Source: an optimization exercise on an open RTL-to-GDS flow (aim: small area). Production flows keep margins and buffers that such runs may drop.
In this exercise RTL edits were held to simulation tests only and were not proved equivalent to the original.
Power figures rest on the tool's default switching activity, not on a simulated workload.

Setup of v1:
// snake
module snake(
    input clk,
    input UP,
    input DOWN,
    input LEFT,
    input RIGHT,
    input in_rst,
    input switch_J15,
    input switch_M13,
    input rx,
    output O_hs,
    output O_vs,
    output reg po_flag,
    output [4:0] move_state,
    output reg [1:0] general_state,
    output reg flag_isdead,
    output [3:0] O_red,
    output [3:0] O_green,
    output [3:0] O_blue
);
For scale: roughly 2100 cells after synthesis, about 32 I/O pins.
clock: 40.0 ns
lec_check: 0
cap_margin: 20
core_margin: 2
core_utilization: 65
gpl_timing_driven: 0
place_density: 0.75
slew_margin: 20
standard.sh (not shown) runs the stock make flow with config.mk's settings and CLKGATE_MAP_FILE= SYNTH_SCRIPT=/design/flow/synth_recipe.tcl, a recipe that flattens the netlist after the stock synthesis.
==> flow/flow/run.sh <==
#!/bin/bash
# The standard ORFS layout with two changes:
#  - synthesis maps the combinational logic with an area-oriented ABC script
#    (flow/area.script); everything before ABC, flip-flop mapping included,
#    is the standard flow's synthesis script unchanged, so registers keep names and cells;
#  - clock tree synthesis uses larger sink clusters and no dummy loads;
#  - every port still gets its own buffer, a buf_1.
# Each tool's output goes to the ORFS logs under orfs/logs; make's own output
# goes to orfs_make.log in this folder.
set -euo pipefail
WORK="$(cd "$(dirname "${BASH_SOURCE[0]}")/.." && pwd)"
cd "$WORK"
SCRIPT="$WORK/flow/area.script"

{
  cat <<TCL
proc abc {args} {
  set i [lsearch \$args -script]
  if {\$i >= 0} { set args [lreplace \$args [expr {\$i+1}] [expr {\$i+1}] {$SCRIPT}] }
  set j [lsearch \$args -D]
  if {\$j >= 0} { set args [lreplace \$args \$j [expr {\$j+1}]] }
  yosys abc {*}\$args
}
TCL
  cat "$WORK/synth_recipe.tcl"
} > "$WORK/area_synth.tcl"

sed "s|$WORK/synth_recipe.tcl|$WORK/area_synth.tcl|g" "$WORK/standard.sh" > "$WORK/area_standard.sh"
grep -q "area_synth.tcl" "$WORK/area_standard.sh"

export CTS_ARGS="$(cat "$WORK/flow/cts_args.txt")"
export BUFFER_PORTS_ARGS="-buffer_cell sky130_fd_sc_hd__buf_1"
bash "$WORK/area_standard.sh" finish > "$WORK/orfs_make.log" 2>&1
test -f "$WORK/out/final.def"
==> flow/flow/area.script <==
strash
dc2
dch -f
amap
strash
dch -f
amap
topo
==> flow/flow/cts_args.txt <==
-sink_clustering_enable -repair_clock_nets -dont_use_dummy_load -buf_list {sky130_fd_sc_hd__clkbuf_16} -sink_clustering_size 30 -sink_clustering_max_diameter 80
Input changes introduced in v44 (baseline for comparison: v1):
- CORE_UTILIZATION changed from 65 to 50
- PLACE_DENSITY removed (was 0.75)
==> flow/flow/cts_args.txt <==
-sink_clustering_enable -repair_clock_nets -dont_use_dummy_load -buf_list {sky130_fd_sc_hd__clkbuf_16} -sink_clustering_size 25 -sink_clustering_max_diameter 100
## What came out
Re global-route usage: v1 was higher than v44.
Compared with v1, v44 shows worst setup slack after layout higher by 0.18 ns.
v44 against v1; total met3 wirelength after detailed routing is down by more than 10%.
NOTE detailed-route wire length on metal 1 v1->v44 increased by more than 10%
v44 has non-clock buffer count below what v1 had.
Compared v1 against v44; sum of internal, switching and leakage power within noise.
Boundary pin count: v44 vs v1 identical
Inputs modified between v44 and v52:
==> flow/flow/cts_args.txt <==
-sink_clustering_enable -repair_clock_nets -dont_use_dummy_load -buf_list {sky130_fd_sc_hd__clkbuf_16} -sink_clustering_size 22 -sink_clustering_max_diameter 90
==> comparison <==
Number of global-route vias before repair in v52 is about 0.32% higher than in v44
Delta (v52 minus v44): part of the Yosys area used for sequential elements now sits at about the same level, clock buffer instance count of the final layout now sits higher, initial core utilization now sits at about the same level, signed area change from the synthesized netlist to the final layout now sits higher.
Against v44, v52 reports a internal portion of total power that is higher.
When v52 is set beside v44, its detailed-router iteration count before antenna repair turns out to be 2 smaller.
Routing usage on met1 | v52 below v44

========
snake, a different RTL version from the one above (not shown whole).
Size in the first run: roughly 350 flip-flops.
// snake
module snake(
    input clk,
    input UP,
    input DOWN,
    input LEFT,
    input RIGHT,
    input in_rst,
    input switch_J15,
    input switch_M13,
    input rx,
    output O_hs,
    output O_vs,
    output reg po_flag,
    output reg [4:0] move_state,
    output reg [1:0] general_state,
    output reg flag_isdead,
    output [3:0] O_red,
    output [3:0] O_green,
    output [3:0] O_blue
);
==> flow/config.mk <==
export PLATFORM = sky130hd
export DESIGN_NAME = snake
export DESIGN_NICKNAME = snake
export VERILOG_FILES = /design/flow/design.v
export SDC_FILE = /design/flow/constraint.sdc
export NUM_CORES = 4
export LEC_CHECK = 0
export CAP_MARGIN = 20
export CORE_MARGIN = 2
export CORE_UTILIZATION = 40
export SLEW_MARGIN = 20
==> flow/constraint.sdc <==
create_clock -name core_clock -period 40.0 [get_ports {clk}]
set_input_delay 8.0000 -clock core_clock [delete_from_list [all_inputs] [get_ports {clk}]]
set_output_delay 8.0000 -clock core_clock [all_outputs]
set_load 0.01 [all_outputs]
==> flow/flow/run.sh <==
#!/bin/bash
# Standard ORFS layout, with an area-oriented ABC script for the combinational
# mapping. Everything before ABC (including flip-flop mapping) and every step
# after synthesis is the standard flow, so registers keep their names and cells.
set -euo pipefail
WORK="$(cd "$(dirname "${BASH_SOURCE[0]}")/.." && pwd)"
cd "$WORK"
SCRIPT="$WORK/flow/area.script"

# synthesis script: synth_recipe.tcl with abc given the area script
{
  cat <<TCL
proc abc {args} {
  set i [lsearch \$args -script]
  if {\$i >= 0} { set args [lreplace \$args [expr {\$i+1}] [expr {\$i+1}] {$SCRIPT}] }
  set j [lsearch \$args -D]
  if {\$j >= 0} { set args [lreplace \$args \$j [expr {\$j+1}]] }
  yosys abc {*}\$args
}
TCL
  cat "$WORK/synth_recipe.tcl"
} > "$WORK/area_synth.tcl"

sed "s|$WORK/synth_recipe.tcl|$WORK/area_synth.tcl|g" "$WORK/standard.sh" > "$WORK/area_standard.sh"
grep -q "area_synth.tcl" "$WORK/area_standard.sh"

bash "$WORK/area_standard.sh" finish > "$WORK/orfs_make.log" 2>&1
test -f "$WORK/out/final.def"
==> flow/flow/area.script <==
strash
dc2
dch
map -a
mfs2 -a
strash
dch
map -a
topo
The starting point ran to the end with no violations.
Then changed:
==> flow/run.sh (new file) <==
#!/bin/bash
# synth_recipe.tcl (not shown) runs the flow's synth.tcl, then flattens the netlist and writes it again
# the make line also repeats each setting of config.mk as NAME=value (left out here)
make -C /OpenROAD-flow-scripts/flow DESIGN_CONFIG=/design/flow/config.mk WORK_HOME=/design/flow/orfs CLKGATE_MAP_FILE= SYNTH_SCRIPT=/design/flow/synth_recipe.tcl finish
removed: flow/flow/run.sh
removed: flow/flow/area.script
removed: flow/standard.sh
Result: Routed wire length decreases by 22%; sequential share of layout area decreases by 2.0 points; die area increases by 16%; total power increases by 32%; design area increases by 6.3%; clock skew increases by 0.0089 ns; synthesized area increases by 16%; critical path depth decreases by 1; setup slack gets better by 0.35 ns.

[port drivers added, routing unchanged]
The flow's constraints put no driver on any port. The routed layouts listed below were extracted and timed again, unchanged, in two steps.
Step 1, drivers: a clkbuf_16 drives clk and a buf_2 each remaining input, both assumed.
Step 2 moves the port delays by t, midway between the first and last clock arrival at a register: inputs arrive t later, outputs are due t later. That takes back most of the time a late clock gives input paths.
Three values: no drivers, after step 1, after step 2; two values: the first two.
run | shift t [ns] | slack for setup (ns) | worst setup path after step 2 | clock arrival spread, ns | worst data-port slew with drivers (ns)
v1 | 0.571 | 28.061 / 28.005 / 28.576 | register to output | 0.080 / 0.081 | 0.03
v44 | 0.605 | 28.246 / 28.186 / 28.790 | register to output | 0.033 / 0.033 | 0.04
v52 | 0.599 | 28.195 / 28.139 / 28.738 | register to output | 0.028 / 0.028 | 0.04
the first run of note 2 | 0.645 | 28.726 / 28.667 / 29.312 | register to output | 0.027 / 0.026 | 0.04
the second run of note 2 | 0.649 | 29.074 / 29.011 / 29.660 | register to output | 0.034 / 0.034 | 0.04
After both steps every run listed still meets setup and hold.
